Background: an optimization exercise with open tools, aiming at a short achievable clock period and few clock cycles. Do not read the settings as production practice.
Function was checked by simulation only, so behaviour that the tests miss may differ from the original.
The clock port is modelled as an ideal driver; clocking choices that lean on that would not hold on a real chip.
Power is estimated from default activity; no workload was simulated.

==> flow/design.v (excerpt) <==
module mips_mc #(parameter NRC = 3, parameter PCW = 12) (
  input clock,
  input reset,
  output [31:0] imem_addr,
  input [31:0] imem_data,
  output rf_we,
  output [2:0] rf_waddr,
  output [31:0] rf_wdata
);
Size: ~100 I/O pins, ~26,000 µm² of cells after synthesis.
Settings: LEC_CHECK=0, ABC_CLOCK_PERIOD_IN_PS=2500, CAP_MARGIN=20, CORE_MARGIN=2, CORE_UTILIZATION=55, SLEW_MARGIN=20; clock period 9.0 ns.
standard.sh (not shown) runs the stock make flow with config.mk's settings and CLKGATE_MAP_FILE= SYNTH_SCRIPT=/design/flow/synth_recipe.tcl, a recipe that flattens the netlist after the stock synthesis.
==> flow/flow/run.sh <==
#!/bin/bash
# The standard ORFS layout (the standard.sh), with these changes:
#  - repair_timing aims at a 2.5 ns period instead of stopping at 0 slack on
#    the 9 ns clock (SETUP_SLACK_MARGIN 6.5; the SDC is unchanged);
#  - synthesis leaves additions to ABC instead of mapping full/half-adder
#    cells (ADDER_MAP_FILE empty), and ABC and the resizer avoid the slow
#    3- and 4-high stacked OR/NOR gates, 4-input ANDs, maj3 and the delay
#    cells (added to DONT_USE_CELLS);
#  - clock tree sinks are clustered in groups of at most 20 within 100 um;
here=$(pwd)
base="sky130_fd_sc_hd__probe_p_8 sky130_fd_sc_hd__probec_p_8 sky130_fd_sc_hd__lpflow_bleeder_1 sky130_fd_sc_hd__lpflow_clkbufkapwr_1 sky130_fd_sc_hd__lpflow_clkbufkapwr_16 sky130_fd_sc_hd__lpflow_clkbufkapwr_2 sky130_fd_sc_hd__lpflow_clkbufkapwr_4 sky130_fd_sc_hd__lpflow_clkbufkapwr_8 sky130_fd_sc_hd__lpflow_clkinvkapwr_1 sky130_fd_sc_hd__lpflow_clkinvkapwr_16 sky130_fd_sc_hd__lpflow_clkinvkapwr_2 sky130_fd_sc_hd__lpflow_clkinvkapwr_4 sky130_fd_sc_hd__lpflow_clkinvkapwr_8 sky130_fd_sc_hd__lpflow_decapkapwr_12 sky130_fd_sc_hd__lpflow_decapkapwr_3 sky130_fd_sc_hd__lpflow_decapkapwr_4 sky130_fd_sc_hd__lpflow_decapkapwr_6 sky130_fd_sc_hd__lpflow_decapkapwr_8 sky130_fd_sc_hd__lpflow_inputiso0n_1 sky130_fd_sc_hd__lpflow_inputiso0p_1 sky130_fd_sc_hd__lpflow_inputiso1n_1 sky130_fd_sc_hd__lpflow_inputiso1p_1 sky130_fd_sc_hd__lpflow_inputisolatch_1 sky130_fd_sc_hd__lpflow_isobufsrc_1 sky130_fd_sc_hd__lpflow_isobufsrc_16 sky130_fd_sc_hd__lpflow_isobufsrc_2 sky130_fd_sc_hd__lpflow_isobufsrc_4 sky130_fd_sc_hd__lpflow_isobufsrc_8 sky130_fd_sc_hd__lpflow_isobufsrckapwr_16 sky130_fd_sc_hd__lpflow_lsbuf_lh_hl_isowell_tap_1 sky130_fd_sc_hd__lpflow_lsbuf_lh_hl_isowell_tap_2 sky130_fd_sc_hd__lpflow_lsbuf_lh_hl_isowell_tap_4 sky130_fd_sc_hd__lpflow_lsbuf_lh_isowell_4 sky130_fd_sc_hd__lpflow_lsbuf_lh_isowell_tap_1 sky130_fd_sc_hd__lpflow_lsbuf_lh_isowell_tap_2 sky130_fd_sc_hd__lpflow_lsbuf_lh_isowell_tap_4"
extra=""
for c in or4_1 or4_2 or4_4 or4b_1 or4b_2 or4b_4 or4bb_1 or4bb_2 or4bb_4 \
         nor4_1 nor4_2 nor4_4 nor4b_1 nor4b_2 nor4b_4 nor4bb_1 nor4bb_2 nor4bb_4 \
         o41a_1 o41a_2 o41a_4 o41ai_1 o41ai_2 o41ai_4 a41o_1 a41o_2 a41o_4 a41oi_1 a41oi_2 a41oi_4 \
         clkdlybuf4s15_1 clkdlybuf4s15_2 clkdlybuf4s18_1 clkdlybuf4s18_2 clkdlybuf4s25_1 clkdlybuf4s25_2 \
         clkdlybuf4s50_1 clkdlybuf4s50_2 dlygate4sd1_1 dlygate4sd2_1 dlygate4sd3_1 \
         dlymetal6s2s_1 dlymetal6s4s_1 dlymetal6s6s_1 \
         or3_1 or3_2 or3_4 or3b_1 or3b_2 or3b_4 nor3_1 nor3_2 nor3_4 nor3b_1 nor3b_2 nor3b_4 \
         maj3_1 maj3_2 maj3_4 \
         and4_1 and4_2 and4_4 and4b_1 and4b_2 and4b_4 and4bb_1 and4bb_2 and4bb_4; do
  extra="$extra sky130_fd_sc_hd__$c"
done
args=(SETUP_SLACK_MARGIN=6.5 ADDER_MAP_FILE= "DONT_USE_CELLS=$base$extra"
      CTS_CLUSTER_SIZE=20 CTS_CLUSTER_DIAMETER=100)
bash standard.sh "${args[@]}" cts > "$here/standard.log" 2>&1 || exit 1
odb=$(ls -d "$here"/orfs/results/*/*/*/4_cts.odb)
ODB="$odb" openroad -no_init -exit "$here/flow/clock_root.tcl" > "$here/clock_root.log" 2>&1 || exit 1
bash standard.sh "${args[@]}" finish >> "$here/standard.log" 2>&1
Other scripts of this flow, unchanged in this note and not shown: flow/flow/clock_root.tcl
The starting point produced a clean layout.
Testbench counts at the start, summed over its fixed seeds: cycles 29,161.
Then changed:
- CORE_UTILIZATION: 55 -> 40
Effect:
- The new run completed with no timing, DRC or antenna violations
- cell area is higher by 0.98%
- utilization came out lower by 17 points
- total power went down by 0.66%
- sequential share of layout area is lower by 0.37 points
- clock power is about the same
- sequential cell count is unchanged
- critical path depth falls by 9
- worst setup slack improved by 13 ps
- combinational power shrinks by about 2%
- via count shrinks by 0.83%

## port drivers added, routing unchanged
The results above use ideal ports. As a check the final layouts listed here were re-extracted and re-timed, cells and wires unchanged. Step 1: set_driving_cell puts a clkbuf_16 on clock and a buf_2 on each other input, an assumption about the parent block. Step 2 also shifts input and output timing later by t, the mid clock arrival at the registers, as if the neighbouring blocks saw the same clock. a / b / c = no drivers / after step 1 / after step 2; a / b = the first two.
run	t (ns)	slack for setup (ns)	worst hold slack (ns)	worst setup path after step 2	clock arrival spread, ns
the first run	0.506	6.227 / 6.135 / 5.981	0.329 / 0.329 / 0.329	input to register	0.024 / 0.024
the second run	0.498	6.240 / 6.120 / 5.953	0.325 / 0.325 / 0.325	input to register	0.034 / 0.034
After both steps setup and hold are still met in every run listed. The setup slack of the second run, which loses most, moves by -0.120 ns with the drivers and by -0.287 ns with both steps.
